This is an optimization exercise on Yosys and OpenROAD, whose aim is small area, a short achievable clock period and few clock cycles per item, not a production implementation.
RTL that was checked went through simulation tests only; none was proved equivalent to the original.
For runs 2 to 5, only the layout was checked, not whether the RTL still works.

File: design/flow/run.sh
#!/bin/bash
# synth_recipe.tcl (not shown) runs the flow's synth.tcl, then flattens the netlist and writes it again
# the make line also repeats each setting of config.mk as NAME=value (left out here)
make -C /OpenROAD-flow-scripts/flow DESIGN_CONFIG=/design/flow/config.mk WORK_HOME=/design/flow/orfs CLKGATE_MAP_FILE= SYNTH_SCRIPT=/design/flow/synth_recipe.tcl finish
File: design/flow/config.mk
export PLATFORM = sky130hd
export DESIGN_NAME = givens8_cordic
export DESIGN_NICKNAME = givens8_cordic
export VERILOG_FILES = /design/flow/design.v
export SDC_FILE = /design/flow/constraint.sdc
export NUM_CORES = 4
export LEC_CHECK = 0
export CAP_MARGIN = 20
export CORE_MARGIN = 2
export CORE_UTILIZATION = 40
export SLEW_MARGIN = 20
File: design/flow/constraint.sdc
create_clock -name core_clock -period 20.0 [get_ports {clk}]
set_input_delay 4.0000 -clock core_clock [delete_from_list [all_inputs] [get_ports {clk}]]
set_output_delay 4.0000 -clock core_clock [all_outputs]
set_load 0.01 [all_outputs]
File: design/flow/design.v
module add_sub
#(
	WIDTH = 24
)
(
input signed 	[WIDTH -1:0] 	a,b,
input				sign,		
output signed	[WIDTH -1:0] 	result
);
assign	result = sign? (a+b) :(a-b);
endmodule
module shift
#(
	parameter WIDTH= 24,
	parameter WIDTH_SHIFT_BIT= 4  
)
(
	input						[WIDTH_SHIFT_BIT-1:0]	shift_bit,  
	input 		signed	[WIDTH-1:0] 				data_in,
	output  					[WIDTH-1:0] 				data_out
);
	assign data_out = data_in >>> shift_bit;
endmodule
module mulk
#(
	parameter WIDTH=24
)
(
	input		signed	[WIDTH-1:0]		data_in,
	output 		 		[WIDTH-1:0]		data_out
);
  assign data_out = (data_in>>>1)+(data_in>>>4)+(data_in>>>5)+(data_in>>>7)+(data_in>>>8)+(data_in>>>10)+(data_in>>>11)+(data_in>>>12)
         +(data_in>>>14)+(data_in>>>17)+(data_in>>>18)+(data_in>>>19)+(data_in>>>21)+(data_in>>>22)+(data_in>>>24)+(data_in>>>25);
endmodule
module rotation90
#(
  parameter WIDTH = 24     
)
(
  input 								sign_rotation,
  input signed [WIDTH-1 : 0] x_in,
  input signed [WIDTH-1 : 0] y_in,
  output       [WIDTH-1 : 0] x_out,
  output       [WIDTH-1 : 0 ] y_out
);
  assign x_out = (sign_rotation)? (-y_in) : y_in  ;
  assign y_out = (sign_rotation)? (x_in) : (-x_in);
endmodule
module mux
#(
	parameter WIDTH =24
)
(
	input 	clk,
	input		rst,
	input	[WIDTH-1:0]	in0,
	input	[WIDTH-1:0]	in1,
	input					sel,
	input                    ce,	
	output reg [WIDTH-1:0]	out,
	output				msb
);
assign msb= out[WIDTH-1];
always @(posedge clk or negedge rst) begin
	if(!rst) begin
		out<=0;
	end
	else begin 
		if(ce) begin
			if(sel) begin	
				out<= in1;
			end	
			else begin
				out<=in0;
			end
		end
	end
end
endmodule
module mux4x1
(
	input 	clk,
	input		rst,
	input		in0,
	input		in1,
	input		in2,
	input		in3,
	input	 	[1:0]		sel,
	input             ce,	
	output 	 			out
);
assign out=	(sel[1])?((sel[0])?in3:in2):((sel[0])?in1:in0);
endmodule
module control
#(
	parameter 	WIDTH=24,
	parameter	WIDTH_SHIFT_BIT= 4
)
(
	input 		rst_n,
	input 		clk,
	input			start,	 
	output 		sel,
	output reg	[WIDTH_SHIFT_BIT-1:0]	shift_bit,count
);
always @(posedge clk) begin
	if(!rst_n) begin
		count	<=	4'b0000;
		shift_bit<=4'b0000;
	end
	else begin
		if(start) begin
			count<=count+4'b1;
			shift_bit<=count;
		end
	end
end
assign sel=(count==4'b0000)?1'b0:1'b1;
endmodule
module process
#(
	parameter WIDTH=24,
	parameter WIDTH_SHIFT_BIT= 4  
)
(
	input										sign_rotation,
	input 									clk,
	input										rst_n,
	input 	[WIDTH-1:0] 				x_in,
	input 	[WIDTH-1:0] 				y_in,
	input		[WIDTH_SHIFT_BIT-1:0]	shift_bit,
	input 									sign_in,
	input										sel,
	input										ce,
	output 									sign_out,
	output 	[WIDTH-1:0]					x_out,
	output	[WIDTH-1:0]					y_out,
	output 	[WIDTH-1:0]		wir_mux_x,wir_mux_y,
	output 	[WIDTH-1:0]		wir_shift_x,wir_shift_y,
	output	[WIDTH-1:0]		wir_add_sub_x,wir_add_sub_y,
	output 	[WIDTH-1:0] 	wir_rot_x,wir_rot_y
);
rotation90
#(
  .WIDTH (WIDTH)     
)
rotation90_process
(
	.sign_rotation(sign_rotation),
	.x_in  (x_in),
	.y_in  (y_in),
	.x_out (wir_rot_x),
	.y_out (wir_rot_y)
);
mux
#(
	.WIDTH (WIDTH)
)
mux_x
(
	.clk(clk),
	.rst(rst_n),
	.in0(wir_rot_x),
	.in1(wir_add_sub_x),
	.ce(ce),
	.sel(sel),
	.out(wir_mux_x), 
	.msb()
);
mux
#(
	.WIDTH (WIDTH)
)
mux_y
(
	.clk(clk),
	.rst(rst_n),
	.in0(wir_rot_y),
	.in1(wir_add_sub_y),
	.ce(ce),
	.sel(sel),
	.out(wir_mux_y),
	.msb(sign_out)
);
shift
#(
	.WIDTH				(WIDTH),
	.WIDTH_SHIFT_BIT	(WIDTH_SHIFT_BIT)
)
shift_x
(
	.shift_bit	(shift_bit),  
	.data_in		(wir_mux_y),
	.data_out	(wir_shift_x)
);
shift
#(
	.WIDTH				(WIDTH),
	.WIDTH_SHIFT_BIT	(WIDTH_SHIFT_BIT)
)
shift_y
(
	.shift_bit	(shift_bit),  
	.data_in		(wir_mux_x),
	.data_out	(wir_shift_y)
);
add_sub
#(
	.WIDTH	(WIDTH)
)
add_sub_x
(
	.b			(wir_shift_x)	,
	.a			(wir_mux_x)	,
	.sign		(!sign_in)	,		
	.result	(wir_add_sub_x)	
);
add_sub
#(
	.WIDTH	(WIDTH)
)
add_sub_y
(
	.b			(wir_shift_y)	,
	.a			(wir_mux_y)	,
	.sign		(sign_in)	,		
	.result	(wir_add_sub_y)	
);
mulk
#(
	.WIDTH		(WIDTH)
)
mulk_x
(
	.data_in		(wir_add_sub_x),
	.data_out	(x_out)
);
mulk
#(
	.WIDTH	(WIDTH)
)
mulk_y
(
	.data_in		(wir_add_sub_y),
	.data_out	(y_out)
);
endmodule
module process2x4
#(
	parameter 	WIDTH=24,
	parameter	WIDTH_SHIFT_BIT=4,
	parameter	WIDTH_INDEX=2
)
(
	input									clk,
	input									rst_n,
	input		[WIDTH-1:0]				x_in0,
	input		[WIDTH-1:0]				y_in0,
	input		[WIDTH-1:0]				x_in1,
	input		[WIDTH-1:0]				y_in1,
	input		[WIDTH-1:0]				x_in2,
	input		[WIDTH-1:0]				y_in2,
	input		[WIDTH-1:0]				x_in3,
	input		[WIDTH-1:0]				y_in3,
	input		[1:0]						index,		 
	input									ce,	 
	input									sel,  
	input									sign_in,
	input	[WIDTH_SHIFT_BIT-1:0]	shift,
	input	[WIDTH_SHIFT_BIT-1:0]	count,	
	output								sign_out,
	output 		[WIDTH-1:0]				x_out0,
	output		[WIDTH-1:0]				y_out0,
	output 		[WIDTH-1:0]				x_out1,
	output		[WIDTH-1:0]				y_out1,
	output 		[WIDTH-1:0]				x_out2,
	output		[WIDTH-1:0]				y_out2,
	output 		[WIDTH-1:0]				x_out3,
	output		[WIDTH-1:0]				y_out3,
	input									sign_rotation,
	output	[WIDTH-1:0]wir_mux_x,
	output	[WIDTH-1:0]wir_mux_y,
	output	[WIDTH-1:0]wir_shift_x,
	output	[WIDTH-1:0]wir_shift_y,
	output	[WIDTH-1:0]wir_add_sub_x,
	output	[WIDTH-1:0]wir_add_sub_y,
	output	[WIDTH-1:0]wir_rot_x,
	output	[WIDTH-1:0]wir_rot_y
);
wire									msb0,msb1,msb2,msb3;
process
#(
	.WIDTH				(WIDTH				),
	.WIDTH_SHIFT_BIT	(WIDTH_SHIFT_BIT	) 
)
process0
(
	.clk(clk),
	.rst_n(rst_n),
	.x_in(x_in0),
	.y_in(y_in0),
	.shift_bit(shift),
	.sign_in(sign_in),
	.sign_rotation(sign_rotation),
	.sel(sel),
	.ce(ce),
	.sign_out(msb0),
	.x_out(x_out0),
	.y_out(y_out0)
);
process
#(
	.WIDTH				(WIDTH				),
	.WIDTH_SHIFT_BIT	(WIDTH_SHIFT_BIT	) 
)
process1
(
	.clk(clk),
	.rst_n(rst_n),
	.x_in(x_in1),
	.y_in(y_in1),
	.shift_bit(shift),
	.sign_in(sign_in),
	.sign_rotation(sign_rotation),
	.sel(sel),
	.ce(ce),
	.sign_out(msb1),
	.x_out(x_out1),
	.y_out(y_out1)
);
process
#(
	.WIDTH				(WIDTH				),
	.WIDTH_SHIFT_BIT	(WIDTH_SHIFT_BIT	) 
)
process2
(
	.clk(clk),
	.rst_n(rst_n),
	.x_in(x_in2),
	.y_in(y_in2),
	.shift_bit(shift),
	.sign_in(sign_in),
	.sign_rotation(sign_rotation),
	.sel(sel),
	.ce(ce),
	.sign_out(msb2),
	.x_out(x_out2),
	.y_out(y_out2)
);
process
#(
	.WIDTH				(WIDTH				),
	.WIDTH_SHIFT_BIT	(WIDTH_SHIFT_BIT	) 
)
process3
(
	.clk(clk),
	.rst_n(rst_n),
	.x_in(x_in3),
	.y_in(y_in3),
	.shift_bit(shift),
	.sign_in(sign_in),
	.sign_rotation(sign_rotation),
	.sel(sel),
	.ce(ce),
	.sign_out(msb3),
	.x_out(x_out3),
	.y_out(y_out3),
	.wir_mux_x(				wir_mux_x),
	.wir_mux_y(             wir_mux_y),
	.wir_shift_x(           wir_shift_x),
	.wir_shift_y(           wir_shift_y),
	.wir_add_sub_x(         wir_add_sub_x),
	.wir_add_sub_y(         wir_add_sub_y),
	.wir_rot_x(             wir_rot_x),
	.wir_rot_y(             wir_rot_y)
);
mux4x1 mux4x1
(
	.clk(clk)	,
	.rst(rst_n)	,
	.in0(msb0)	,
	.in1(msb1)	,
	.in2(msb2)	,
	.in3(msb3)	,
	.sel(index),
	.ce (ce)	,	
	.out(sign_out)
);
endmodule
module cordic2x8_A
#(
	parameter	WIDTH=24,
	parameter 	WIDTH_SHIFT_BIT=4,
	parameter	WIDTH_INDEX=3
)
(
	input 								clk,
	input 								rst_n,
	input			[383:0]	data_in,
	input									ce1,ce0,
	input		[WIDTH_INDEX-1:0]		index,
	output	[WIDTH_SHIFT_BIT-1:0]	shift,count,
	output								sign_out,
	output 								sign_out0,sign_out1,
	output			[383:0]	data_out,
	output					sel,
	output					sign_rotation,
	output	[WIDTH-1:0]wir_mux_x,
	output	[WIDTH-1:0]wir_mux_y,
	output	[WIDTH-1:0]wir_shift_x,
	output	[WIDTH-1:0]wir_shift_y,
	output	[WIDTH-1:0]wir_add_sub_x,
	output	[WIDTH-1:0]wir_add_sub_y,
	output	[WIDTH-1:0]wir_rot_x,
	output	[WIDTH-1:0]wir_rot_y
);
	wire	[WIDTH-1:0]				x_out0,x_out1,x_out2,x_out3,x_out4,x_out5,x_out6,x_out7;
	wire	[WIDTH-1:0]				y_out0,y_out1,y_out2,y_out3,y_out4,y_out5,y_out6,y_out7;
	wire 	[WIDTH-1:0]				x_in0,x_in1,x_in2,x_in3,x_in4,x_in5,x_in6,x_in7;		
	wire 	[WIDTH-1:0]				y_in0,y_in1,y_in2,y_in3,y_in4,y_in5,y_in6,y_in7;
	assign {y_in7,y_in6,y_in5,y_in4,y_in3,y_in2,y_in1,y_in0,x_in7,x_in6,x_in5,x_in4,x_in3,x_in2,x_in1,x_in0} = data_in;
	assign data_out = {y_out7,y_out6,y_out5,y_out4,y_out3,y_out2,y_out1,y_out0,x_out7,x_out6,x_out5,x_out4,x_out3,x_out2,x_out1,x_out0};
process2x4
#(
	.WIDTH					(WIDTH),
	.WIDTH_SHIFT_BIT		(WIDTH_SHIFT_BIT),
	.WIDTH_INDEX			(WIDTH_INDEX)
)
process2x4_0
(
	.clk		(clk),
	.rst_n	(rst_n),
	.x_in0	(x_in0),
	.y_in0	(y_in0),
	.x_in1	(x_in1),
	.y_in1	(y_in1),
	.x_in2	(x_in2),
	.y_in2	(y_in2),
	.x_in3	(x_in3),
	.y_in3	(y_in3),
	.index	(index[1:0]),
	.ce		(ce0),
	.sel		(sel),
	.shift	(shift),
	.sign_rotation(sign_rotation),
	.sign_in(sign_out),
	.sign_out(sign_out0),
	.x_out0	(wire_x_out0),
	.y_out0	(wire_y_out0),
	.x_out1	(wire_x_out1),
	.y_out1	(wire_y_out1),
	.x_out2	(wire_x_out2),
	.y_out2	(wire_y_out2),
	.x_out3	(wire_x_out3),
	.y_out3	(wire_y_out3),
	.count(count),
	.wir_mux_x(				wir_mux_x),
	.wir_mux_y(             wir_mux_y),
	.wir_shift_x(           wir_shift_x),
	.wir_shift_y(           wir_shift_y),
	.wir_add_sub_x(         wir_add_sub_x),
	.wir_add_sub_y(         wir_add_sub_y),
	.wir_rot_x(             wir_rot_x),
	.wir_rot_y(             wir_rot_y)
);
process2x4
#(
	.WIDTH					(WIDTH),
	.WIDTH_SHIFT_BIT		(WIDTH_SHIFT_BIT),
	.WIDTH_INDEX			(WIDTH_INDEX)
)
process2x4_1
(
	.clk		(clk),
	.rst_n	(rst_n),
	.x_in0	(x_in4),
	.y_in0	(y_in4),
	.x_in1	(x_in5),
	.y_in1	(y_in5),
	.x_in2	(x_in6),
	.y_in2	(y_in6),
	.x_in3	(x_in7),
	.y_in3	(y_in7),
	.index	(index[1:0]),
	.ce		(ce1),
	.sel		(sel),
	.shift	(shift),
	.sign_rotation(sign_rotation),
	.count(count),
	.sign_in(sign_out),
	.sign_out(sign_out1),
	.x_out0	(wire_x_out4),
	.y_out0	(wire_y_out4),
	.x_out1	(wire_x_out5),
	.y_out1	(wire_y_out5),
	.x_out2	(wire_x_out6),
	.y_out2	(wire_y_out6),
	.x_out3	(wire_x_out7),
	.y_out3	(wire_y_out7)
);
control
#(
	.WIDTH				(WIDTH),
	.WIDTH_SHIFT_BIT	(WIDTH_SHIFT_BIT)
)
control
(
	.rst_n	(rst_n),
	.clk		(clk),
	.sel		(sel),
	.shift_bit(shift),
	.count(count),
	.start(ce0||ce1)
);
assign	sign_out= (index[2])?sign_out1:sign_out0;
assign sign_rotation= (index==3'b000)?y_in0[WIDTH-1]:((index==3'b001)?y_in1[WIDTH-1]:((index==3'b010)?y_in2[WIDTH-1]:((index==3'b011)?y_in3[WIDTH-1]:((index==3'b100)?y_in4[WIDTH-1]:((index==3'b101)?y_in5[WIDTH-1]:((index==3'b110)?y_in6[WIDTH-1]:((index==3'b111)?y_in7[WIDTH-1]:1'b0)))))));
wire  	[WIDTH-1:0]				wire_x_out0;
wire 		[WIDTH-1:0]				wire_y_out0;
wire 		[WIDTH-1:0]				wire_x_out1;
wire 		[WIDTH-1:0]				wire_y_out1;
wire 		[WIDTH-1:0]				wire_x_out2;
wire 		[WIDTH-1:0]				wire_y_out2;
wire 		[WIDTH-1:0]				wire_x_out3;
wire 		[WIDTH-1:0]				wire_y_out3;
wire  		[WIDTH-1:0]				wire_x_out4;
wire 		[WIDTH-1:0]				wire_y_out4;
wire 		[WIDTH-1:0]				wire_x_out5;
wire 		[WIDTH-1:0]				wire_y_out5;
wire 		[WIDTH-1:0]				wire_x_out6;
wire 		[WIDTH-1:0]				wire_y_out6;
wire 		[WIDTH-1:0]				wire_x_out7;
wire 		[WIDTH-1:0]				wire_y_out7;
assign x_out0 =wire_x_out0;
assign x_out1 =wire_x_out1;
assign x_out2 =wire_x_out2;
assign x_out3 =wire_x_out3;
assign x_out4 =wire_x_out4;
assign x_out5 =wire_x_out5;
assign x_out6 =wire_x_out6;
assign x_out7 =wire_x_out7;
assign y_out0 =wire_y_out0;
assign y_out1 =wire_y_out1;
assign y_out2 =wire_y_out2;
assign y_out3 =wire_y_out3;
assign y_out4 =wire_y_out4;
assign y_out5 =wire_y_out5;
assign y_out6 =wire_y_out6;
assign y_out7 =wire_y_out7;
endmodule
module givens8_cordic
(
	input						clk,
	input						rst_n,
	input						start,
	input		[2:0]			index,
	input		[383:0]		data_in,
	output	[383:0]		data_out,
	output					done
);
	reg		[383:0]		din_r;
	reg		[2:0]			idx_r;
	reg						run;
	reg		[3:0]			cnt;
	reg						done_r;
	wire go = start & ~run;
	assign done = done_r;
	always @(posedge clk or negedge rst_n) begin
		if (!rst_n) begin
			run    <= 1'b0;
			cnt    <= 4'd0;
			done_r <= 1'b0;
		end
		else if (go) begin
			run    <= 1'b1;
			cnt    <= 4'd0;
			done_r <= 1'b0;
		end
		else if (run) begin
			cnt <= cnt + 4'd1;
			if (cnt == 4'd15) begin
				run    <= 1'b0;
				done_r <= 1'b1;
			end
		end
	end
	always @(posedge clk) begin
		if (go) begin
			din_r <= data_in;
			idx_r <= index;
		end
	end
	cordic2x8_A #(
		.WIDTH				(24),
		.WIDTH_SHIFT_BIT	(4),
		.WIDTH_INDEX		(3)
	)
	cordic_2x8_A (
		.clk				(clk),
		.rst_n			(rst_n),
		.data_in			(din_r),
		.ce0				(run),
		.ce1				(run),
		.index			(idx_r),
		.shift			(),
		.count			(),
		.sign_out		(),
		.sign_out0		(),
		.sign_out1		(),
		.data_out		(data_out),
		.sel				(),
		.sign_rotation	(),
		.wir_mux_x		(),
		.wir_mux_y		(),
		.wir_shift_x	(),
		.wir_shift_y	(),
		.wir_add_sub_x	(),
		.wir_add_sub_y	(),
		.wir_rot_x		(),
		.wir_rot_y		()
	);
endmodule
==> results of run 1 <==
[cells in the mapped netlist, drive strengths merged (387+ instances only)]
library cell	instances	area [sq um]
a21o	425	3190
a21oi	1013	5070
dfrtp	390	9760
edfxtp	387	11600
fa	1344	26900
ha	1813	22700
inv	2307	8660
nand2	1150	4320
nor2	884	3320
o21ai	927	4640
xnor2	1055	9270
xor2	698	6110
[area by class of cell]
class                   instances  area, sq um  area share [%]
inverters                    2316         8720            5.22
flip-flops and latches        785        21600            12.9
diodes                         15         37.5          0.0225
clock inverters                81          887           0.532
repair buffers               1053        10000            6.01
multi-input cells           12600       116000            69.7
well taps                    4972         6220            3.73
clock buffers                 140         3110            1.86
[path summary, 6_finish.rpt]
path                                                                     start                                                      endpoint  slack (ps)
worst max-delay path            cordic_2x8_A.control.shift_bit[1]$_SDFFE_PN0P_                                                 data_out[190]        1230
worst min-delay path                                        cnt[0]$_DFFE_PN0P_                                            cnt[0]$_DFFE_PN0P_         520
worst max register to register  cordic_2x8_A.control.shift_bit[1]$_SDFFE_PN0P_  cordic_2x8_A.process2x4_1.process3.mux_x.out[21]$_DFFE_PN0P_       12040
worst min register to register                              cnt[0]$_DFFE_PN0P_                                            cnt[0]$_DFFE_PN0P_         520
max in group asynchronous                                                rst_n                                                 run$_DFF_PN0_       14230
min in group asynchronous                                                rst_n   cordic_2x8_A.process2x4_1.process2.mux_y.out[2]$_DFFE_PN0P_        3030
[worst register-to-register path: cells and delay by family, from the launching register on]
kind,cells,cell delay (ps)
compound gates,9,3330
mux,4,1460
buf+inv,3,1260
flops,1,930
simple gates,3,380
fa+ha+maj,1,310
xor+xnor,1,200
[per-layer routing]
layer	share of wire (%)	vias up	GRT usage [%]
met3	8.1	646	4.63
met4	4.2	20	9.89
met1	44	60300	37.6
met2	43	4523	40.5
met5	0.026	-	0
li1	-	57400	-
[stage by stage]
stage,cell area (sq um),util [%],setup WS (ps),hold slack (ps)
6_report,167000,44.9,1230,519
2_1_floorplan,149000,-,3870,475
3_3_place_gp,163000,43.8,2640,503
5_1_grt,167000,44.9,269,544
4_1_cts,167000,44.9,1360,519
3_5_place_dp,163000,43.8,2480,509
[flip-flops by register name (all words and copies together) (netlist names), 24 cells and up]
signal,cells
din_r,384
cordic_2x8_A.process2x4_1.process0.mux_x.out,24
cordic_2x8_A.process2x4_0.process3.mux_x.out,24
cordic_2x8_A.process2x4_1.process0.mux_y.out,24
cordic_2x8_A.process2x4_1.process1.mux_y.out,24
cordic_2x8_A.process2x4_0.process0.mux_x.out,24
cordic_2x8_A.process2x4_0.process2.mux_y.out,24
cordic_2x8_A.process2x4_0.process2.mux_x.out,24
cordic_2x8_A.process2x4_0.process1.mux_x.out,24
cordic_2x8_A.process2x4_0.process0.mux_y.out,24
cordic_2x8_A.process2x4_1.process3.mux_x.out,24
cordic_2x8_A.process2x4_0.process3.mux_y.out,24
cordic_2x8_A.process2x4_1.process2.mux_y.out,24
cordic_2x8_A.process2x4_1.process3.mux_y.out,24
cordic_2x8_A.process2x4_0.process1.mux_y.out,24
cordic_2x8_A.process2x4_1.process1.mux_x.out,24
cordic_2x8_A.process2x4_1.process2.mux_x.out,24
[logic make-up (layout without fill, tap and decap cells)]
| group | Yosys count | in the layout |
|---|---|---|
| flip-flops | 785 | 785 |
| other | 0 | 15 |
| AO/OA/AOI/OAI | 3625 | 3625 |
| XOR/XNOR | 1755 | 1755 |
| adder cells (fa/ha/maj) | 3199 | 3199 |
| buffers and inverters | 2919 | 3590 |
| multiplexers | 828 | 828 |
| AND/OR/NAND/NOR | 3234 | 3234 |
==> reports/results.txt, run 1 <==
Simple-gate share of the synthesized area -> 10.0%
Slew @ Worst Pin -> 1300 ps
Syn nets -> 19.9k
Final Hold Fails -> 0
Highest-delay cell along the critical path -> a2111oi_0
Finished Layout Cells -> 22.0k
Adder-Cell Fraction of Synth Area -> 33.6%
Fin crit share -> 93.8%
RSZ-0062 raised after global routing -> false
Max-cap violations -> 0
WP data required -> 16000 ps
Gpl congestion -> 0.976
Hpwl dp -> 419000 microns
Initial core utilization -> 40.1%
# placed instances -> 21.8k
Syn Inst Count -> 16.3k
Worst setup path class -> reg -> out
Critical Path Stages -> 43
Vias/cell -> 5.58
Setup TNS -> 0 ps
Port-buffer cells -> 774
I/O pin total -> 775
Largest net degree at the start of global routing -> 182
Vias -> 123k
Post-CTS setup buffer count -> 0
Most used DFF post-synth -> dfrtp_1
CP endpoint kind -> output pin
Max frequency -> 0.0533 GHz
CP max FO -> 66
Avg Synthesized Cell Area -> 9.11 sq um
Pre-Repair DR Iteration Count -> 6
Commonest non-fill, non-tap cell in the layout -> inv_1
Clock slew at reported path FFs -> 60 ps
R2R depth -> 21
Slowest stage delay, CP -> 950 ps
CORE AREA -> 371000 sq um
HP Class -> reg -> reg
Slew Limit Fails -> 0
Yosys cell types -> 111
First-pass GRT wire length -> 768000 microns
Num CTS Buffers -> 119
Cell Rows -> 224
Post-Synth XOR/XNOR Area -> 10.4%
Cell family with most CP delay -> compound AO/OA/AOI/OAI gates
DRC violations left -> 0
Skew-Pair Late Insertion Delay -> 910 ps
WL final -> 512000 microns
Initial antenna violation count -> 33
CTS tree -> built
Most frequent cells in the layout -> inv_1, ha_1, fa_1
Fraction of layout cells with a size suffix above 1 -> 7.01%
Combinational family with the most area after synthesis -> adder cells
CTS Buffer Depth -> 4
Die W -> 614 microns
Hold-fix buffers at CTS -> 0
Number of setup violations in the final report -> 0
Gr ovfl total -> 0
Yosys Warn Count -> 3
#FFs+latches synth -> 785
Status -> no timing/DRC/antenna violations
Root buf cell -> clkbuf_16
# clock sinks -> 785
Seq/Total Area, Yosys -> 14.5%
Die height -> 614 microns
Cell Area, Synth -> 149000 sq um
Area grow syn2layout -> 12.0%
WL/cell -> 23.3 microns
Sum of buffers and inverters on the critical path -> 7
Relative slew slack -> 12.4%
Mux contribution to synthesized area -> 8.74%
Routed Antenna Nets -> 0
Vias in the first global route -> 120k
Max Clock Skew -> 64.6 ps
Critical path data arrival time -> 14770 ps
Total Routing Usage GR -> 26.6%
Final-stage net count -> 20.5k
H-tree depth -> 3
Synth Area in Compound Gates -> 15.2%
Period minus WS final -> 18770 ps
Worst setup SP type -> flop
First DRT Iteration DRCs -> 11.3k
Worst hold path cell count -> 1
Async SR Flop Fraction -> 49.7%
Filler cell count -> 36.0k
Post-synth EDFFs -> 387
Die area -> 377000 sq um
Post-CTS Resized -> 0
Testbench counts, summed over its fixed seeds: cycles 54,408, items 3,200.
==> run 2, diff against run 1 <==
==> design/flow/design.v (replaced) <==
module givens8_cordic
(
	input						clk,
	input						rst_n,
	input						start,
	input		[2:0]			index,
	input		[383:0]		data_in,
	output	[383:0]		data_out,
	output					done
);
	reg		[383:0]		r;			 
	reg		[2:0]			idx;
	reg						busy;
	reg						done_r;
	reg						pre;		 
	reg						scl;		 
	reg		[4:0]			cnt;
	reg		[3:0]			k;
	reg						s;			 
	wire go = start & ~busy;
	assign done = done_r;
	assign data_out = r;
	wire [7:0] ymsb;
	genvar i;
	generate for (i = 0; i < 8; i = i + 1) begin : g_msb
		assign ymsb[i] = r[192 + 24*i + 23];
	end endgenerate
	wire sgn = pre ? ymsb[idx] : s;
	wire [383:0] lane;
	generate for (i = 0; i < 8; i = i + 1) begin : g_lane
		wire signed [23:0] xv = r[24*i +: 24];
		wire signed [23:0] yv = r[192 + 24*i +: 24];
		wire [23:0] ax = pre ? 24'd0 : xv;
		wire [23:0] ay = pre ? 24'd0 : yv;
		wire [23:0] ysh = yv >>> k;
		wire [23:0] xsh = xv >>> k;
		wire [24:0] sx = {ax, 1'b1} + {ysh ^ {24{sgn}}, sgn};
		wire [24:0] sy = {ay, 1'b1} + {xsh ^ {24{~sgn}}, ~sgn};
		assign lane[24*i +: 24]       = sx[24:1];
		assign lane[192 + 24*i +: 24] = sy[24:1];
	end endgenerate
	wire [7:0] lmsb;
	generate for (i = 0; i < 8; i = i + 1) begin : g_lmsb
		assign lmsb[i] = lane[192 + 24*i + 23];
	end endgenerate
	wire [383:0] ring;
	generate for (i = 0; i < 4; i = i + 1) begin : g_ring
		wire [23:0] e0 = r[24*(2*i)       +: 24];
		wire [23:0] e1 = r[192 + 24*(2*i) +: 24];
		wire [23:0] e2 = r[24*(2*i+1)     +: 24];
		wire signed [23:0] e3 = r[192 + 24*(2*i+1) +: 24];
		wire [23:0] m = (e3>>>1)+(e3>>>4)+(e3>>>5)+(e3>>>7)+(e3>>>8)+(e3>>>10)+(e3>>>11)+(e3>>>12)
			+(e3>>>14)+(e3>>>17)+(e3>>>18)+(e3>>>19)+(e3>>>21)+(e3>>>22)+(e3>>>24)+(e3>>>25);
		assign ring[24*(2*i)       +: 24] = m;
		assign ring[192 + 24*(2*i) +: 24] = e0;
		assign ring[24*(2*i+1)     +: 24] = e1;
		assign ring[192 + 24*(2*i+1) +: 24] = e2;
	end endgenerate
	always @(posedge clk) begin
		if (go) begin
			r   <= data_in;
			idx <= index;
		end
		else if (busy) begin
			r <= scl ? ring : lane;
		end
	end
	always @(posedge clk or negedge rst_n) begin
		if (!rst_n) begin
			busy   <= 1'b0;
			done_r <= 1'b0;
			pre    <= 1'b0;
			scl    <= 1'b0;
			cnt    <= 5'd0;
			k      <= 4'd0;
			s      <= 1'b0;
		end
		else if (go) begin
			busy   <= 1'b1;
			done_r <= 1'b0;
			pre    <= 1'b1;
			scl    <= 1'b0;
			cnt    <= 5'd0;
			k      <= 4'd0;
		end
		else if (busy) begin
			cnt <= cnt + 5'd1;
			pre <= 1'b0;
			s   <= lmsb[idx];
			if (!pre) k <= k + 4'd1;
			if (cnt == 5'd16) scl <= 1'b1;
			if (cnt == 5'd20) begin
				busy   <= 1'b0;
				done_r <= 1'b1;
				scl    <= 1'b0;
			end
		end
	end
endmodule
==> run 2 against run 1 <==
Against the previous run: still clean; final cell count down 44%; synthesized cell count down 42%; wire length down 33%; first-iteration DRC count down 29%; register-to-register slack better by 70 ps; critical path depth down 23; critical endpoint is now r[214]$_DFFE_PP_.
==> reports/results.txt, run 2 <==
Avg Synthesized Cell Area -> 8.13 sq um (-11%)
#FFs+latches synth -> 401 (-49%)
HP Class -> reg -> reg
Yosys Warn Count -> 1 (-2)
Final-stage net count -> 11.3k (-45%)
Worst hold path cell count -> 1 (unchanged)
Most frequent cells after synthesis -> a21oi_1, nand2_1, nor2_1
Largest area contributor in the netlist -> edfxtp_1
Vias/cell -> 6.05 (+8.3%)
First-pass GRT wire length -> 497000 microns (-35%)
Post-layout util -> 46.6% (+1.7 points)
Syn Inst Count -> 9433 (-42%)
CP max FO -> 54 (-18%)
Critical R2R Capture -> r[214]$_DFFE_PP_
Max frequency -> 0.127 GHz (+140%)
Skew-Pair Late Insertion Delay -> 760 ps (-150 ps)
Commonest non-fill, non-tap cell in the layout -> a21oi_1
I/O pin total -> 775 (unchanged)
Most flops, register -> r
Clock slew at reported path FFs -> 70 ps (about the same)
Status -> no timing/DRC/antenna violations
H-tree depth -> 2 (-1)
Num CTS Buffers -> 60 (-50%)
Largest net degree at the start of global routing -> 153 (-16%)
CTS tree -> built
Most used DFF post-synth -> edfxtp_1
Post-synth EDFFs -> 387 (unchanged)
Relative slew slack -> 19.2% (+6.8 points)
Worst setup path class -> reg -> reg
Max Clock Skew -> 38.3 ps (-26.3 ps)
DRC violations left -> 0 (unchanged)
FF-to-FF Start -> r[383]$_DFFE_PP_
RSZ-0062 raised after global routing -> false
Met2 wire len -> 155000 microns (-30%)
Port-buffer cells -> 774 (unchanged)
Post-CTS setup buffer count -> 0 (unchanged)
Hold-fix buffers at CTS -> 0 (unchanged)
Number of setup violations in the final report -> 0 (unchanged)
Initial antenna violation count -> 29 (-12%)
Root buf cell -> clkbuf_16
Area grow syn2layout -> 15.7%
Total Routing Usage GR -> 33.9% (+7.3 points)
WL final -> 345000 microns (-33%)
Gr ovfl total -> 0 (unchanged)
Die height -> 442 microns (-28%)
Vias -> 75.1k (-39%)
CTS Buffer Depth -> 3 (-1)
Top Registers -> r (384), cnt (5), k (4)
Die W -> 442 microns (-28%)
Syn nets -> 10.9k (-45%)
Final Hold Fails -> 0 (unchanged)
Vias in the first global route -> 72.8k (-39%)
Fraction of layout cells with a size suffix above 1 -> 5.39% (-1.6 points)
Async SR Flop Fraction -> 3.49% (-46 points)
Hold_sp -> cnt[0]$_DFFE_PN0P_
Cell Rows -> 160 (-29%)
First DRT Iteration DRCs -> 7976 (-29%)
Slew Limit Fails -> 0 (unchanged)
Gpl congestion -> 0.997 (+2.2%)
Setup TNS -> 0 ps (unchanged)
Yosys cell types -> 92 (-17%)
Critical path data arrival time -> 8360 ps (-6410 ps)
Routed wl met3 -> 27400 microns (-34%)
CORE AREA -> 190000 sq um (-49%)
Pre-Repair DR Iteration Count -> 6 (unchanged)
Initial core utilization -> 40.3% (+0.19 points)
Cell Area, Synth -> 76700 sq um (-48%)
R2R depth -> 20 (-4.8%)
Detailed-route wire length on metal 1 -> 140000 microns (-38%)
Count leader, synth -> a21oi_1
Hold endpoint -> cnt[0]$_DFFE_PN0P_
# clock sinks -> 401 (-49%)
Ranking of synthesized cells by area -> edfxtp_1, fa_1, ha_1, xnor2_1, a21oi_1
Routed Antenna Nets -> 0 (unchanged)
WL/cell -> 27.8 microns (+19%)
Most frequent cells in the layout -> a21oi_1, nand2_1, nor2_1
Period minus WS final -> 7890 ps (-10880 ps)
Max-cap violations -> 0 (unchanged)
Slew @ Worst Pin -> 1210 ps (-93.0 ps)
Post-CTS Resized -> 0 (unchanged)
Seq/Total Area, Yosys -> 15.6% (+1.1 points)
CP endpoint kind -> flop
Worst setup SP type -> flop
WP data required -> 20470 ps (+4470 ps)
Fin crit share -> 39.5% (-54 points)
Largest register FFs -> 384 (unchanged)
Hpwl dp -> 265000 microns (-37%)
Synth top area share -> 15.1% (-2.9 points)
Reg2reg setup slack -> 12110 ps (+70 ps)
Highest Signal Layer -> met5
Die area -> 195000 sq um (-48%)
-- run 2: cell count changes after synthesis, sizes merged, moves of 245 or more --
| cell | before | now |
|---|---|---|
| fa | 1344 | 432 |
| dfrtp | 390 | 14 |
| ha | 1813 | 647 |
| nand2 | 1150 | 822 |
| inv | 2307 | 740 |
| xnor2 | 1055 | 652 |
| xor2 | 698 | 131 |
| nor2b | 127 | 372 |
-- run 2: worst max-delay path, stage by stage, from the launching register on --
cell and delay, ps:
edfxtp_1 630, buf_4 310, mux2i_1 280, a22oi_2 160
a31oi_4 730, buf_4 890, buf_4 710, buf_4 720
xnor2_1 160, ha_1 400, a21o_1 190, a21oi_1 220
nand2_1 90, a21oi_1 160, o21bai_1 100, o31ai_1 500
nor3_1 120, o41ai_1 650, nand2b_1 220, mux2i_1 180
a31oi_1 90
-- run 2: per-stage QoR --
step / setup WS [ps] / instance area, sq um / hold slack, ps / instances
final: 12110 / 88700 / 579 / 12400
after global routing: 11770 / 88700 / 604 / 12400
after CTS: 12120 / 88700 / 583 / 12400
after detailed placement: 11640 / 86600 / 571 / 12300
after global placement: 11690 / 86600 / 553 / 12300
after floorplan: 7730 / 76700 / 518 / 9433
-- run 2: layout make-up --
type	count	area, sq um
flip-flops and latches	401	12000
repair buffers	891	8710
multi-input cells	7746	59900
clock inverters	43	529
inverters	740	2820
fillers	18900	102000
diodes	18	45.0
clock buffers	71	1570
well taps	2511	3140
-- run 2: routing by layer --
| layer | global-route usage [%] | up-vias |
|---|---|---|
| met5 | 0 | - |
| met4 | 18.7 | 6 |
| met3 | 5.54 | 689 |
| met2 | 53.5 | 3487 |
| met1 | 44.2 | 36900 |
| li1 | - | 34000 |
-- run 2: logic make-up (layout without fill, tap and decap cells) --
logic type,Yosys count,after routing,synth area share (%)
AOI/OAI and AO/OA,2583,2583,20.3
xor gates and xnor gates,784,784,8.97
adders and majority gates,1079,1079,21.8
buffers and inverters,1286,1745,6.42
DFF,401,401,15.6
muxes,686,686,11.2
other,0,18,0
and+or+nand+nor,2614,2614,15.7
-- run 2: how the worst max path moves through the flow --
| stage | start | end | cells past startpoint |
|---|---|---|---|
| floorplan | start | cnt[1]$_DFFE_PN0P_ | 3 |
| global placement | start | r[300]$_DFFE_PP_ | 6 |
| detailed placement | start | r[300]$_DFFE_PP_ | 6 |
| CTS | r[383]$_DFFE_PP_ | r[214]$_DFFE_PP_ | 20 |
| global route | r[383]$_DFFE_PP_ | r[214]$_DFFE_PP_ | 20 |
| finish | r[383]$_DFFE_PP_ | r[214]$_DFFE_PP_ | 20 |
==> run 3, diff against run 2 <==
--- a/design/flow/design.v
+++ b/design/flow/design.v
@@ -22,8 +22,8 @@
 	assign data_out = r;
-	wire [7:0] ymsb;
+	wire [7:0] imsb;
 	genvar i;
 	generate for (i = 0; i < 8; i = i + 1) begin : g_msb
-		assign ymsb[i] = r[192 + 24*i + 23];
+		assign imsb[i] = data_in[192 + 24*i + 23];
 	end endgenerate
-	wire sgn = pre ? ymsb[idx] : s;
+	wire sgn = s;
 	wire [383:0] lane;
@@ -84,2 +84,3 @@
 			k      <= 4'd0;
+			s      <= imsb[index];
 		end
==> run 3 against run 2 <==
Against the previous run: register-to-register slack gained 30 ps; sequential share of layout area grew 0.26 points; worst hold slack lost 13 ps; final cell count shrank 2.5%; highest routed layer unchanged.
==> reports/results.txt, run 3 <==
Fin crit share -> 39.3% (-0.14 points)
Worst setup path class -> reg -> reg
HP Class -> reg -> reg
Pre-Repair DR Iteration Count -> 8 (+2)
Routed Antenna Nets -> 0 (unchanged)
Syn nets -> 10.6k (-2.8%)
Ranking of synthesized cells by area -> edfxtp_1, fa_1, ha_1, xnor2_1, a21oi_1
Final-stage net count -> 11.0k (-2.6%)
Status -> no timing/DRC/antenna violations
Yosys cell types -> 98 (+6.5%)
Avg Synthesized Cell Area -> 8.23 sq um (+1.2%)
Initial antenna violation count -> 23 (-21%)
Max frequency -> 0.127 GHz (+0.35%)
Highest-delay cell along the critical path -> a2111oi_0
#FFs+latches synth -> 401 (unchanged)
Cell family with most CP delay -> adder cells
Syn Inst Count -> 9131 (-3.2%)
Area grow syn2layout -> 15.9%
Gpl congestion -> 0.973 (-2.4%)
DRC violations left -> 0 (unchanged)
Initial core utilization -> 40.1% (-0.15 points)
Yosys Warn Count -> 1 (unchanged)
Slew @ Worst Pin -> 1210 ps (-0.724 ps)
Cell Area, Synth -> 75200 sq um (-2.0%)
CTS tree -> built
Slew Limit Fails -> 0 (unchanged)
Port-buffer cells -> 774 (unchanged)
Most flops, register -> r
Skew-Pair Late Insertion Delay -> 760 ps (about the same)
WL/cell -> 27.4 microns (-1.3%)
Relative slew slack -> 19.3% (+0.048 points)
Sum of buffers and inverters on the critical path -> 4 (unchanged)
WL final -> 332000 microns (-3.8%)
Setup TNS -> 0 ps (unchanged)
Max-cap violations -> 0 (unchanged)
Fraction of layout cells with a size suffix above 1 -> 5.67% (+0.28 points)
Post-CTS setup buffer count -> 0 (unchanged)
Num CTS Buffers -> 58 (-3.3%)
Max Clock Skew -> 58.7 ps (+20.4 ps)
FF-to-FF Start -> r[324]$_DFFE_PP_
Most frequent cells after synthesis -> a21oi_1, nor2_1, nand2_1
Vias in the first global route -> 70.4k (-3.3%)
Hold endpoint -> cnt[4]$_DFFE_PN0P_
# clock sinks -> 401 (unchanged)
Gr ovfl total -> 0 (unchanged)
Number of setup violations in the final report -> 0 (unchanged)
Top Registers -> r (384), cnt (5), k (4)
Commonest non-fill, non-tap cell in the layout -> a21oi_1
Clock slew at reported path FFs -> 70 ps (about the same)
RSZ-0062 raised after global routing -> false
Final Hold Fails -> 0 (unchanged)
Slowest stage delay, CP -> 780 ps (-110 ps)
Largest register FFs -> 384 (unchanged)
Synth top area share -> 15.5% (+0.31 points)
Die W -> 437 microns (-1.0%)
Worst slack at placement -> 12180 ps (+538 ps)
Total Routing Usage GR -> 33.4% (-0.49 points)
Die area -> 191000 sq um (-2.0%)
CORE AREA -> 187000 sq um (-1.7%)
WP data required -> 20580 ps (+110 ps)
Most used DFF post-synth -> edfxtp_1
Largest area contributor in the netlist -> edfxtp_1
Post-CTS Resized -> 0 (unchanged)
First DRT Iteration DRCs -> 8132 (+2.0%)
Critical path data arrival time -> 8440 ps (+80 ps)
Most frequent cells in the layout -> a21oi_1, nor2_1, nand2_1
Largest net degree at the start of global routing -> 179 (+17%)
Crit path from -> r[324]$_DFFE_PP_
Reg2reg setup slack -> 12140 ps (+30 ps)
Fin worst setup slack -> 12140 ps (+27.4 ps)
Vias/cell -> 6.00 (-0.85%)
CP max FO -> 8 (-85%)
Hold-fix buffers at CTS -> 0 (unchanged)
Hold_sp -> cnt[4]$_DFFE_PN0P_
Seq/Total Area, Yosys -> 15.9% (+0.32 points)
CP endpoint kind -> flop
Period minus WS final -> 7860 ps (-27.4 ps)
Crit-path cells -> inv_1 > fa_1 > fa_1 > inv_1 > fa_1 > fa_1 > inv_1 > fa_1 > inv_1 > ha_1 > fa_1 > a21o_1 > a21oi_1 > o21bai_1 > a2111oi_0 > o31ai_1 > a221o_1 > a21oi_1 > o21ai_0 > a21o_1 > a21oi_1 > xnor2_1 > nor2_1 > a311oi_1
H-tree depth -> 2 (unchanged)
Post-synth EDFFs -> 387 (unchanged)
I/O pin total -> 775 (unchanged)
CTS Buffer Depth -> 3 (unchanged)
Cell Rows -> 159 (-0.63%)
Crit path top cell by count -> fa_1
First-pass GRT wire length -> 480000 microns (-3.6%)
Die height -> 437 microns (-1.0%)
Count leader, synth -> a21oi_1
Worst hold path cell count -> 1 (unchanged)
Root buf cell -> clkbuf_16
Worst setup SP type -> flop
Async SR Flop Fraction -> 3.49% (unchanged)
Critical R2R Capture -> r[118]$_DFFE_PP_
Hpwl dp -> 254000 microns (-4.1%)
R2R depth -> 24 (+20%)
Vias -> 72.6k (-3.3%)
run 3: cell count changes after synthesis, moves of 31 or more:
| cell | before | now |
|---|---|---|
| mux4_2 | 125 | 187 |
| o21ai_0 | 698 | 623 |
| a21oi_1 | 905 | 956 |
| mux2i_1 | 447 | 386 |
| or3_1 | 84 | 30 |
| nor2_1 | 820 | 898 |
| o21a_1 | 105 | 74 |
| a21o_1 | 206 | 162 |
| o211ai_1 | 92 | 25 |
| a211oi_1 | 95 | 64 |
run 3: per-stage QoR:
stage          area [sq um]  utilization (%)  instances  hold slack, ps
3_3_place_gp          85000             45.4      12000             535
4_1_cts               87000             46.5      12100             564
6_report              87100             46.5      12100             567
3_5_place_dp          85000             45.4      12000             547
2_1_floorplan         75200                -       9131             510
5_1_grt               87100             46.5      12100             589
run 3: kinds of logic after synthesis:
group	share of synthesized area (%)
compound gates	18.4
fa+ha+maj	22.3
simple gates	15.5
mux	12.2
buf+inv	6.48
flops	15.9
xor+xnor	9.23
run 3: how the worst max path moves through the flow:
stage	end	slack (ps)	depth (start not counted)
after floorplan	cnt[1]$_DFFE_PN0P_	7720	3
after global placement	s$_DFFE_PN0P_	12230	22
after detailed placement	r[118]$_DFFE_PP_	12180	24
after CTS	r[118]$_DFFE_PP_	12180	24
after global routing	s$_DFFE_PN0P_	11630	22
final	r[118]$_DFFE_PP_	12140	24
run 3: cell type report:
type                            instances  area, sq um
Timing Repair Buffer                  874         8610
Inverter                              761         2910
Antenna cell                           21         52.6
Multi-Input combinational cell       7454        58400
Clock inverter                         42          532
Tap cell                             2495         3120
Clock buffer                           65         1480
Sequential cell                       401        12000
Fill cell                           18500       100000
run 3: metal layers:
layer	global-route usage [%]	wire length, microns	vias to the layer above
li1	-	-	32600
met1	42.7	131000	35500
met4	19.3	21700	4
met3	4.95	26900	784
met2	53.8	152000	3731
met5	0	27	-
==> run 4, diff against run 3 <==
--- a/design/flow/config.mk
+++ b/design/flow/config.mk
@@ -7,5 +7,5 @@
 export LEC_CHECK = 0
-export CAP_MARGIN = 20
+export CAP_MARGIN = 50
 export CORE_MARGIN = 2
 export CORE_UTILIZATION = 40
-export SLEW_MARGIN = 20
+export SLEW_MARGIN = 70
==> run 4 against run 3 <==
Against the previous run: sequential cell count unchanged; clock-buffer cell count is 5 higher; worst hold slack gained 3.8 ps; core utilization grew 1.9 points; die area unchanged; highest routed layer unchanged.
==> reports/results.txt, run 4 <==
Routed Antenna Nets -> 0 (unchanged)
Final Hold Fails -> 0 (unchanged)
Die height -> 437 microns (unchanged)
Post-Synth XOR/XNOR Area -> 9.23% (unchanged)
Met1 GRT Util -> 42.3% (-0.39 points)
Yosys Warn Count -> 1 (unchanged)
Worst setup SP type -> flop
Initial core utilization -> 40.1% (unchanged)
Hold endpoint -> cnt[4]$_DFFE_PN0P_
Skew-Pair Late Insertion Delay -> 740 ps (-20 ps)
Filler cell count -> 18.1k (-2.3%)
Port-buffer cells -> 774 (unchanged)
# placed instances -> 12.2k (+1.7%)
Slew Limit Fails -> 0 (unchanged)
Final-stage net count -> 11.3k (+2.1%)
RSZ-0062 raised after global routing -> false
Most flops, register -> r
Max-cap violations -> 0 (unchanged)
Worst setup path class -> reg -> reg
H-tree depth -> 2 (unchanged)
Largest net degree at the start of global routing -> 84 (-53%)
Post-CTS setup buffer count -> 0 (unchanged)
Clock slew at reported path FFs -> 60 ps (about the same)
Simple-gate share of the synthesized area -> 15.5% (unchanged)
WL final -> 333000 microns (+0.46%)
Max frequency -> 0.135 GHz (+5.8%)
Die W -> 437 microns (unchanged)
Period minus WS final -> 7430 ps (-434 ps)
Most frequent cells after synthesis -> a21oi_1, nor2_1, nand2_1
Combinational family with the most area after synthesis -> adder cells
Mux contribution to synthesized area -> 12.2% (unchanged)
Pre-Repair DR Iteration Count -> 6 (-2)
Worst slack at placement -> 12540 ps (+362 ps)
Vias -> 73.6k (+1.4%)
Total Routing Usage GR -> 33.6% (+0.16 points)
Hpwl dp -> 265000 microns (+4.4%)
Count leader, synth -> a21oi_1
Post-CTS Resized -> 0 (unchanged)
DRC violations left -> 0 (unchanged)
CP endpoint kind -> flop
FF-to-FF Start -> r[324]$_DFFE_PP_
Async SR Flop Fraction -> 3.49% (unchanged)
Area grow syn2layout -> 20.5%
Post-layout util -> 48.4% (+1.9 points)
Fin worst setup slack -> 12570 ps (+434 ps)
GR Layer Usage met3 -> 5.75% (+0.80 points)
Post-synth EDFFs -> 387 (unchanged)
WP data required -> 20550 ps (-30 ps)
Gr ovfl total -> 0 (unchanged)
Cell Area, Synth -> 75200 sq um (unchanged)
Num CTS Buffers -> 60 (+3.4%)
Finished Layout Cells -> 12.3k (+1.9%)
Gpl congestion -> 0.973 (unchanged)
WL/cell -> 27.0 microns (-1.4%)
Most used DFF post-synth -> edfxtp_1
Root buf cell -> clkbuf_16
Fin crit share -> 37.1% (-2.2 points)
Die area -> 191000 sq um (unchanged)
First DRT Iteration DRCs -> 7751 (-4.7%)
Critical R2R Capture -> r[118]$_DFFE_PP_
Vias in the first global route -> 71.7k (+1.8%)
Seq/Total Area, Yosys -> 15.9% (unchanged)
Fraction of layout cells with a size suffix above 1 -> 8.85% (+3.2 points)
Worst hold path cell count -> 1 (unchanged)
Max Clock Skew -> 45.7 ps (-13.0 ps)
Hold_sp -> cnt[4]$_DFFE_PN0P_
Syn nets -> 10.6k (unchanged)
Cell Rows -> 159 (unchanged)
I/O pin total -> 775 (unchanged)
Slew @ Worst Pin -> 489 ps (-721 ps)
Hold-fix buffers at CTS -> 0 (unchanged)
Relative slew slack -> 67.2% (+48 points)
CTS Buffer Depth -> 3 (unchanged)
GRT met2 Usage -> 53.8% (+0.056 points)
CORE AREA -> 187000 sq um (unchanged)
Setup TNS -> 0 ps (unchanged)
Yosys cell types -> 98 (unchanged)
R2R depth -> 24 (unchanged)
Largest register FFs -> 384 (unchanged)
Critical path data arrival time -> 7980 ps (-460 ps)
Synth Area in Compound Gates -> 18.4% (unchanged)
Number of setup violations in the final report -> 0 (unchanged)
Initial antenna violation count -> 29 (+26%)
#FFs+latches synth -> 401 (unchanged)
Reg2reg setup slack -> 12570 ps (+430 ps)
# clock sinks -> 401 (unchanged)
Status -> no timing/DRC/antenna violations
Top Usage Layer GRT -> met2
Most frequent cells in the layout -> a21oi_1, nor2_1, nand2_1
CTS tree -> built
Top Registers -> r (384), cnt (5), k (4)
HP Class -> reg -> reg
Syn Inst Count -> 9131 (unchanged)
First-pass GRT wire length -> 483000 microns (+0.63%)
Vias/cell -> 5.97 (-0.49%)
CP max FO -> 8 (unchanged)
Adder-Cell Fraction of Synth Area -> 22.3% (unchanged)
Synth top area share -> 15.5% (unchanged)
Commonest non-fill, non-tap cell in the layout -> a21oi_1
Largest area contributor in the netlist -> edfxtp_1
Worst hold slack -> 571 ps (+3.82 ps)
Avg Synthesized Cell Area -> 8.23 sq um (unchanged)
Ranking of synthesized cells by area -> edfxtp_1, fa_1, ha_1, xnor2_1, a21oi_1
## run 4: cell count changes in the layout (fill, tap and decap cells not counted), moves of 16 or more
| cell | delta |
|---|---|
| buf_12 | +31 |
| buf_16 | +35 |
| buf_2 | +103 |
| buf_8 | +44 |
| inv_1 | -18 |
| inv_2 | +16 |
| o21ai_0 | -39 |
| o21ai_1 | +35 |
## run 4: critical path, cell delays in order, from the launching register on
cell and delay, ps:
edfxtp_1 590, inv_1 270, fa_1 550, fa_1 560
inv_1 70, fa_1 520, fa_1 490, inv_1 50
fa_1 480, inv_1 50, ha_1 210, fa_1 460
a21o_1 190, a21oi_1 240, o21bai_1 160, a2111oi_4 440
o31ai_2 150, a221o_1 360, a21oi_1 340, o21ai_0 180
a21o_1 180, a21oi_1 190, xnor2_1 160, nor2_1 80
a311oi_1 270
## run 4: worst max-delay path by stage
stage	from	end	slack, ps	cells past startpoint
2_1_floorplan	start	cnt[1]$_DFFE_PN0P_	7720	3
3_3_place_gp	k[0]$_DFFE_PN0P_	s$_DFFE_PN0P_	12230	22
3_5_place_dp	r[324]$_DFFE_PP_	r[118]$_DFFE_PP_	12540	24
4_1_cts	r[324]$_DFFE_PP_	r[118]$_DFFE_PP_	12540	24
5_1_grt	r[324]$_DFFE_PP_	r[118]$_DFFE_PP_	12210	24
6_report	r[324]$_DFFE_PP_	r[118]$_DFFE_PP_	12570	24
## run 4: kinds of logic after synthesis
logic type               Yosys count
multiplexers                     669
XOR/XNOR                         792
AND/OR/NAND/NOR                 2577
adder cells (fa/ha/maj)         1079
buffers and inverters           1276
AO/OA/AOI/OAI                   2337
flip-flops                       401
## run 4: layer usage
metal  share of wire (%)  wire (microns)
met3                 8.4           27900
met2                  46          153000
met1                  39          130000
met5               0.024              81
met4                 6.7           22500
## run 4: final cells by class
type,count,area (sq um),area share [%]
antenna,15,37.5,0.0415
clock buffer,70,1540,1.70
inverter,761,2970,3.28
clock inverter,42,452,0.499
sequential,401,12000,13.3
multi-input combinational,7454,58900,65.1
timing repair buffer,1104,11500,12.7
tap,2495,3120,3.45
## run 4: through the flow
| stage | area, sq um |
|---|---|
| after global placement | 85000 |
| final | 90600 |
| after CTS | 90100 |
| after floorplan | 75200 |
| after global routing | 90500 |
| after detailed placement | 88100 |
==> run 5, diff against run 4 <==
==> design/flow/flow/run.sh (new file) <==
#!/bin/bash
# Standard synthesis and layout; the only change is the cell used for the
# port buffers (buffer_ports -buffer_cell) instead of the default delay buffer.
set -euo pipefail
bash standard.sh synth > synth.log 2>&1
export BUFFER_PORTS_ARGS="-buffer_cell sky130_fd_sc_hd__buf_2"
bash standard.sh finish > layout.log 2>&1
==> design/flow/standard.sh (new file) <==
#!/bin/bash
# synth_recipe.tcl (not shown) runs the flow's synth.tcl, then flattens the netlist and writes it again
# the make line also repeats each setting of config.mk as NAME=value (left out here)
make -C /OpenROAD-flow-scripts/flow DESIGN_CONFIG=/design/flow/config.mk WORK_HOME=/design/flow/orfs CLKGATE_MAP_FILE= SYNTH_SCRIPT=/design/flow/synth_recipe.tcl "${@:-finish}"
--- a/design/flow/config.mk
+++ b/design/flow/config.mk
@@ -7,5 +7,5 @@
 export LEC_CHECK = 0
-export CAP_MARGIN = 50
+export CAP_MARGIN = 20
 export CORE_MARGIN = 2
 export CORE_UTILIZATION = 40
-export SLEW_MARGIN = 70
+export SLEW_MARGIN = 20
removed: design/flow/run.sh
==> run 5 against run 4 <==
Against the previous run: via count down 1.5%; worst setup slack got worse by 620 ps; global-route usage decreased by 0.78 points; register-to-register slack lost 620 ps; final area decreased by 8.3%; die area did not move; non-clock buffer count is 231 lower; sequential share of layout area rose by 1.2 points; synthesized area stayed put; critical path depth decreased by 3.
==> reports/results.txt, run 5 <==
Status -> no timing/DRC/antenna violations
GRT met2 Usage -> 52.1% (-1.7 points)
Worst hold slack -> 518 ps (-52.2 ps)
Worst setup path class -> reg -> reg
Relative slew slack -> 26.6% (-41 points)
Post-CTS Resized -> 0 (unchanged)
DP Area -> 81100 sq um (-8.0%)
Max Clock Skew -> 23.5 ps (-22.1 ps)
Final Hold Fails -> 0 (unchanged)
Routed Antenna Nets -> 0 (unchanged)
Top Usage Layer GRT -> met2
Num CTS Buffers -> 61 (+1.7%)
Count leader, synth -> a21oi_1
I/O pin total -> 775 (unchanged)
WP data required -> 20500 ps (-50 ps)
Final Instance Area -> 83100 sq um (-8.3%)
RSZ-0062 raised after global routing -> false
Area grow syn2layout -> 10.5%
Slew @ Worst Pin -> 1100 ps (+612 ps)
Die area -> 191000 sq um (unchanged)
Top Registers -> r (384), cnt (5), k (4)
Cell Rows -> 159 (unchanged)
First-pass GRT wire length -> 470000 microns (-2.5%)
Final-stage net count -> 11.0k (-2.0%)
Gr ovfl total -> 0 (unchanged)
Clock slew at reported path FFs -> 60 ps (about the same)
Fraction of layout cells with a size suffix above 1 -> 13.7% (+4.9 points)
Largest register FFs -> 384 (unchanged)
Root buf cell -> clkbuf_16
Most flops, register -> r
Setup TNS -> 0 ps (unchanged)
CP max FO -> 69 (+61)
Vias -> 72.5k (-1.5%)
First DRT Iteration DRCs -> 7990 (+3.1%)
Largest area contributor in the netlist -> edfxtp_1
#FFs+latches synth -> 401 (unchanged)
Die height -> 437 microns (unchanged)
Commonest non-fill, non-tap cell in the layout -> a21oi_1
Async SR Flop Fraction -> 3.49% (unchanged)
Max frequency -> 0.124 GHz (-7.7%)
Critical path data arrival time -> 8550 ps (+570 ps)
Hold-fix buffers at CTS -> 0 (unchanged)
Die W -> 437 microns (unchanged)
Slew Limit Fails -> 0 (unchanged)
Total Routing Usage GR -> 32.8% (-0.78 points)
Largest net degree at the start of global routing -> 150 (+79%)
Initial core utilization -> 40.1% (unchanged)
CTS Buffer Depth -> 3 (unchanged)
WL/cell -> 26.7 microns (-0.91%)
Ranking of synthesized cells by area -> edfxtp_1, fa_1, ha_1, xnor2_1, a21oi_1
# clock sinks -> 401 (unchanged)
Post-CTS setup buffer count -> 0 (unchanged)
CP endpoint kind -> flop
CORE AREA -> 187000 sq um (unchanged)
Skew-Pair Late Insertion Delay -> 750 ps (about the same)
Max-cap violations -> 0 (unchanged)
DRC violations left -> 0 (unchanged)
Hpwl dp -> 250000 microns (-5.4%)
Port-buffer cells -> 774 (unchanged)
Filler cell count -> 18.9k (+4.3%)
Vias/cell -> 5.99 (+0.40%)
WL final -> 324000 microns (-2.8%)
Fin crit share -> 40.2% (+3.1 points)
Yosys Warn Count -> 1 (unchanged)
Most frequent cells in the layout -> a21oi_1, nor2_1, nand2_1
Vias in the first global route -> 70.1k (-2.2%)
Post-synth EDFFs -> 387 (unchanged)
CTS tree -> built
Most used DFF post-synth -> edfxtp_1
Initial antenna violation count -> 33 (+14%)
Met1 GRT Util -> 42.0% (-0.35 points)
Synth top area share -> 15.5% (unchanged)
HP Class -> reg -> reg
Worst slack at placement -> 12210 ps (-329 ps)
Period minus WS final -> 8050 ps (+618 ps)
Syn Inst Count -> 9131 (unchanged)
Seq/Total Area, Yosys -> 15.9% (unchanged)
H-tree depth -> 2 (unchanged)
Register Area -> 12000 sq um (about the same)
Fin worst setup slack -> 11950 ps (-618 ps)
Syn nets -> 10.6k (unchanged)
GR Layer Usage met3 -> 5.06% (-0.69 points)
Yosys cell types -> 98 (unchanged)
Avg Synthesized Cell Area -> 8.23 sq um (unchanged)
Worst setup SP type -> flop
Gpl congestion -> 1.01 (+3.5%)
Cell Area, Synth -> 75200 sq um (unchanged)
Pre-Repair DR Iteration Count -> 8 (+2)
Most frequent cells after synthesis -> a21oi_1, nor2_1, nand2_1
Number of setup violations in the final report -> 0 (unchanged)
Area occupied by multi-input gates -> 58400 sq um (-0.92%)
run 5: cell counts after synthesis:
No cell type changed its count.
run 5: worst paths after layout:
check                                      to  depth (start not counted)  slack [ps]               start
max                          r[330]$_DFFE_PP_                         21       11950    k[1]$_DFFE_PN0P_
min                        done_r$_DFFE_PN0P_                          2         520  done_r$_DFFE_PN0P_
max reg2reg                  r[330]$_DFFE_PP_                         21       11950    k[1]$_DFFE_PN0P_
min reg2reg                done_r$_DFFE_PN0P_                          2         520  done_r$_DFFE_PN0P_
max in group asynchronous       s$_DFFE_PN0P_                          1       16410               rst_n
min in group asynchronous  cnt[4]$_DFFE_PN0P_                          1        3210               rst_n
run 5: area by class of cell:
type	count	share of cell area, %
Clock buffer	71	1.88
Multi-Input combinational cell	7454	70.3
Inverter	761	3.50
Clock inverter	38	0.467
Timing Repair Buffer	873	5.63
Sequential cell	401	14.4
Antenna cell	11	0.0331
Tap cell	2495	3.76
run 5: kinds of logic after synthesis:
family	after synthesis	share of synthesized area, %
AOI/OAI and AO/OA	2337	18.4
xor gates and xnor gates	792	9.23
adders and majority gates	1079	22.3
buffers and inverters	1276	6.48
DFF	401	15.9
muxes	669	12.2
and+or+nand+nor	2577	15.5
run 5: critical path, stage by stage (launching register included):
cell and delay, ps:
dfrtp_4 740, buf_4 710, buf_4 840, buf_4 850, mux2i_1 310, mux4_2 580, mux2i_1 270, xnor2_1 110
ha_1 330, nor2b_1 140, o21ai_0 250, a21boi_0 150, o21ai_0 210, nand2b_1 120, a21oi_1 250, o31ai_1 160
o31ai_1 360, a21oi_1 270, a21oi_1 250, o21bai_1 100, or4_1 390, and3_1 170
run 5: per-layer routing:
metal  vias up  part of all wire [%]
li1      32600                     -
met1     35500                    40
met2      3630                    45
met3       796                   8.2
met4         6                   7.1
met5         -                 0.011
run 5: stage by stage:
step,std cells,utilization (%)
after floorplan,9131,-
after global placement,12000,43.3
after detailed placement,12000,43.3
after CTS,12100,44.4
after global routing,12100,44.4
final,12100,44.4

[port drivers added, routing unchanged]
How much do the figures lean on ideal ports? The routed layouts below were timed once more, with nothing changed but the port constraints.
Step 1 assumes that a clkbuf_16 drives the clock port and a buf_2 every other input.
Step 2, shift: input delay + t, output delay - t, t = (earliest + latest rising clock arrival at the registers) / 2. This alone moves slack from input paths to output paths.
Slacks: ideal / step 1 / step 2; pairs: ideal / step 1.
| run | shift t [ns] | setup slack, ns | latest minus earliest clock arrival (ns) | worst data-port slew with drivers (ns) | cell pins on the clock port's net |
|---|---|---|---|---|---|
| run 1 | 0.968 | 1.234 / 1.145 / 2.113 | 0.066 / 0.066 | 0.14 | 1 |
| run 2 | 0.838 | 12.110 / 12.110 / 11.554 | 0.040 / 0.040 | 0.20 | 1 |
| run 3 | 0.817 | 12.137 / 12.137 / 12.101 | 0.059 / 0.059 | 0.24 | 1 |
| run 4 | 0.801 | 12.571 / 12.571 / 12.571 | 0.046 / 0.045 | 0.23 | 1 |
| run 5 | 0.818 | 11.954 / 11.954 / 11.954 | 0.023 / 0.023 | 0.23 | 1 |
After both steps setup and hold are still met in every run listed. For run 2, which loses most, drivers alone change the setup slack by 0.000 ns; drivers and shift together by -0.556 ns.
